This design comes from an exercise in tuning for small area, a short achievable clock period and few clock cycles per item on the open sky130 flow, not from production work.
The RTL was checked by simulation tests, not by an equivalence proof against the original design.
No driver is modelled on the clock port, so clocking that relies on it looks cheaper here than on a real chip.

==> flow/design.v <==
module skinny_top (
    input               clock,
    input               reset,
    input               start,
    input [7:0]         input_plaintext,
    input [23:0]        input_tweakey,
    output              ready,
    output              done,
    output [127:0]      ciphertext
);
    reg [127:0] st;      
    reg [383:0] tk;      
    reg         loading;
    reg [3:0]   lcnt;
    reg         busy;
    reg [5:0]   rc;
    reg         done_r;
    reg         ready_r;
    reg         idle_n;      
    wire last = (rc == 6'h0A);    
    assign ready      = ready_r;
    assign done       = done_r;
    assign ciphertext = st;
    reg loading_n, busy_n;
    always @(*) begin
        loading_n = loading;
        busy_n    = busy;
        if (loading) begin
            if (lcnt == 4'd15) begin
                loading_n = 1'b0;
                busy_n    = 1'b1;
            end
        end else if (busy) begin
            if (last)
                busy_n = 1'b0;
        end else if (start) begin
            loading_n = 1'b1;
        end
    end
    always @(posedge clock or posedge reset) begin
        if (reset) begin
            loading <= 1'b0;
            lcnt    <= 4'd0;
            busy    <= 1'b0;
            rc      <= 6'd0;
            done_r  <= 1'b0;
            ready_r <= 1'b0;
            idle_n  <= 1'b1;
        end else begin
            done_r  <= busy & last;
            loading <= loading_n;
            busy    <= busy_n;
            idle_n  <= ~busy_n;
            ready_r <= ~loading_n & ~busy_n;
            lcnt    <= loading ? lcnt + 4'd1 : 4'd1;
            rc      <= busy ? {rc[4:0], rc[5] ^ rc[4] ^ 1'b1} : 6'h01;
        end
    end
    wire [127:0] st_rnd = round(st, tk, rc);
    wire [383:0] tk_rnd = {tk_sched1(tk[383:256]), tk_sched2(tk[255:128]), tk_sched3(tk[127:0])};
    always @(posedge clock) begin
        st <= ({128{busy}} & st_rnd) | ({128{idle_n}} & {st[119:0], input_plaintext});
        tk <= ({384{busy}} & tk_rnd) | ({384{idle_n}} & {tk[359:0], input_tweakey});
    end
    function [7:0] sbox;
        input [7:0] a;
        reg x0, x1, x2, x3, x4, x5, x6, x7;
        begin
            {x7, x6, x5, x4, x3, x2, x1, x0} = a;
            x0 = x0 ^ ~(x2 | x3);
            x4 = x4 ^ ~(x6 | x7);
            x5 = x5 ^ ~(x0 | x4);
            x6 = x6 ^ ~(x1 | x2);
            x7 = x7 ^ ~(x5 | x6);
            x1 = x1 ^ ~(x3 | x0);
            x2 = x2 ^ ~(x7 | x1);
            x3 = x3 ^ ~(x4 | x5);
            sbox = {x5, x4, x0, x3, x1, x6, x7, x2};
        end
    endfunction
    function [127:0] round;
        input [127:0] s;
        input [383:0] k;
        input [5:0]   c;
        reg [7:0] e [0:15];    
        reg [7:0] l [0:15];    
        reg [7:0] ne [0:15];
        reg [7:0] nl [0:15];
        reg x0, x1, x2, x3, x4, x5, x6, x7, y0, y1, y2;
        integer i;
        begin
            for (i = 0; i < 16; i = i + 1) begin
                {x7, x6, x5, x4, x3, x2, x1, x0} = s[127 - 8*i -: 8];
                x0 = x0 ^ ~(x2 | x3);
                x4 = x4 ^ ~(x6 | x7);
                x5 = x5 ^ ~(x0 | x4);
                x6 = x6 ^ ~(x1 | x2);
                y0 = ~(x5 | x6);           
                x1 = x1 ^ ~(x3 | x0);
                y1 = ~((x7 ^ y0) | x1);    
                y2 = ~(x4 | x5);           
                e[i] = {x5, x4, x0, x3, x1, x6, x7, x2};
                l[i] = {3'b0, y2, 2'b0, y0, y1};
            end
            e[0] = e[0] ^ {4'h0, c[3:0]};
            e[4] = e[4] ^ {6'h00, c[5:4]};
            e[8] = e[8] ^ 8'h02;
            for (i = 0; i < 8; i = i + 1)
                e[i] = e[i] ^ k[383 - 8*i -: 8] ^ k[255 - 8*i -: 8] ^ k[127 - 8*i -: 8];
            for (i = 0; i < 4; i = i + 1) begin
                ne[i]      = e[i];                   nl[i]      = l[i];
                ne[4 + i]  = e[4  + ((i + 3) % 4)];  nl[4 + i]  = l[4  + ((i + 3) % 4)];
                ne[8 + i]  = e[8  + ((i + 2) % 4)];  nl[8 + i]  = l[8  + ((i + 2) % 4)];
                ne[12 + i] = e[12 + ((i + 1) % 4)];  nl[12 + i] = l[12 + ((i + 1) % 4)];
            end
            for (i = 0; i < 4; i = i + 1) begin
                round[127 - 8*i -: 8]      = (nl[i] ^ nl[8+i]) ^ (nl[12+i] ^ (ne[i] ^ ne[8+i] ^ ne[12+i]));
                round[127 - 8*(4+i) -: 8]  = nl[i] ^ ne[i];
                round[127 - 8*(8+i) -: 8]  = (nl[4+i] ^ nl[8+i]) ^ (ne[4+i] ^ ne[8+i]);
                round[127 - 8*(12+i) -: 8] = (nl[i] ^ nl[8+i]) ^ (ne[i] ^ ne[8+i]);
            end
        end
    endfunction
    function [127:0] tk_perm;
        input [127:0] t;
        begin
            tk_perm = {t[55:48], t[7:0], t[63:56], t[23:16],
                       t[47:40], t[15:8], t[31:24], t[39:32],
                       t[127:64]};
        end
    endfunction
    function [127:0] tk_sched1;
        input [127:0] t;
        begin
            tk_sched1 = tk_perm(t);
        end
    endfunction
    function [127:0] tk_sched2;
        input [127:0] t;
        reg [127:0] p;
        integer i;
        begin
            p = tk_perm(t);
            for (i = 0; i < 8; i = i + 1)
                p[127 - 8*i -: 8] = {p[126 - 8*i -: 7], p[127 - 8*i] ^ p[125 - 8*i]};
            tk_sched2 = p;
        end
    endfunction
    function [127:0] tk_sched3;
        input [127:0] t;
        reg [127:0] p;
        integer i;
        begin
            p = tk_perm(t);
            for (i = 0; i < 8; i = i + 1)
                p[127 - 8*i -: 8] = {p[120 - 8*i] ^ p[126 - 8*i], p[127 - 8*i -: 7]};
            tk_sched3 = p;
        end
    endfunction
endmodule
Settings: LEC_CHECK=0, CAP_MARGIN=20, CORE_MARGIN=2, CORE_UTILIZATION=55, CTS_CLUSTER_DIAMETER=120, CTS_CLUSTER_SIZE=24, SLEW_MARGIN=20; clock period 10.0 ns.
standard.sh (not shown) runs the stock make flow with config.mk's settings and CLKGATE_MAP_FILE= SYNTH_SCRIPT=/design/flow/synth_recipe.tcl, a recipe that flattens the netlist after the stock synthesis.
==> flow/flow/run.sh <==
#!/bin/bash
# Standard ORFS layout (the standard.sh), with the resizer asked to aim for
# a setup slack margin of 6.9 ns, so it works the critical paths harder.
set -euo pipefail
bash standard.sh SETUP_SLACK_MARGIN=6.9 'BUFFER_PORTS_ARGS=-buffer_cell sky130_fd_sc_hd__buf_4' finish > standard_flow.log 2>&1
Testbench counts at the start, summed over its fixed seeds: cycles 27,656, items 384.
Edit:
==> flow/flow/run.sh (replaced) <==
#!/bin/bash
# Standard ORFS layout (the standard.sh), with the resizer asked to aim for
# a setup slack margin of 6.9 ns, so it works the critical paths harder.
set -euo pipefail
bash standard.sh SETUP_SLACK_MARGIN=6.9 POST_CTS_TCL=$PWD/flow/rm_root.tcl finish > standard_flow.log 2>&1
==> flow/flow/rm_root.tcl (new file) <==
# After CTS: take out the root clock buffer, so the clock port drives the
# first level of the clock tree (2 buffers) directly. Every register's clock
# passes the same number of buffers as before.
set block [ord::get_db_block]
set root [$block findInst clkbuf_0_clock]
if { $root != "NULL" } {
  set in_net [[$root findITerm A] getNet]
  set out_net [[$root findITerm X] getNet]
  set loads {}
  foreach it [$out_net getITerms] {
    if { [$it getInst] != $root } { lappend loads $it }
  }
  if { [llength $loads] <= 4 } {
    foreach it $loads {
      $it disconnect
      $it connect $in_net
    }
    odb::dbInst_destroy $root
    odb::dbNet_destroy $out_net
    puts "rm_root: clock port now drives [llength $loads] clock buffers directly"
  } else {
    puts "rm_root: root buffer drives [llength $loads] cells, left in place"
  }
}
=> The new run finished with timing, DRC and antenna clean. Via count stays flat. Final area went down by about 2.7%. Synthesized area is unchanged. Synthesized cell count stays the same. Wire length came out higher by about 1.3%. Fmax went up by 3.0%. Critical path depth grows by 8. Core utilization goes down by 1.8 points.
Edit:
==> flow/flow/run.sh (replaced) <==
#!/bin/bash
# Standard ORFS layout (the standard.sh), with the resizer asked to aim for
# a setup slack margin of 7.05 ns, so it works the critical paths harder.
set -euo pipefail
bash standard.sh SETUP_SLACK_MARGIN=7.05 POST_CTS_TCL=$PWD/flow/rm_root.tcl finish > standard_flow.log 2>&1
Result: Setup slack improves by 0.054 ns; sequential share of layout area drops by 1.6 points.

==> static timing again, ports no longer ideal <==
The results above use ideal ports. As a check the final layouts listed here were re-extracted and re-timed, cells and wires unchanged.
Step 1 (the two cells are an assumption about what drives the block):
set clk [get_ports {clock}]
set_driving_cell -lib_cell sky130_fd_sc_hd__clkbuf_16 $clk
set_driving_cell -lib_cell sky130_fd_sc_hd__buf_2 [delete_from_list [all_inputs] $clk]
Step 2, shift: input delay + t, output delay - t, t = (earliest + latest rising clock arrival at the registers) / 2. This alone moves slack from input paths to output paths.
Slacks: no drivers / after step 1 / after step 2; pairs: no drivers / after step 1.
run | shift t [ns] | setup WS [ns] | clock arrival spread, ns | worst register clock-pin slew, ns | worst data-port slew with drivers (ns)
the first run | 0.655 | 6.869 / 6.812 / 6.921 | 0.025 / 0.026 | 0.11 / 0.11 | 0.06
the second run | 0.510 | 6.961 / 6.895 / 6.961 | 0.022 / 0.023 | 0.11 / 0.11 | 0.07
the third run | 0.510 | 7.016 / 6.946 / 7.078 | 0.025 / 0.026 | 0.11 / 0.11 | 0.08
After both steps setup and hold are still met in every run listed.
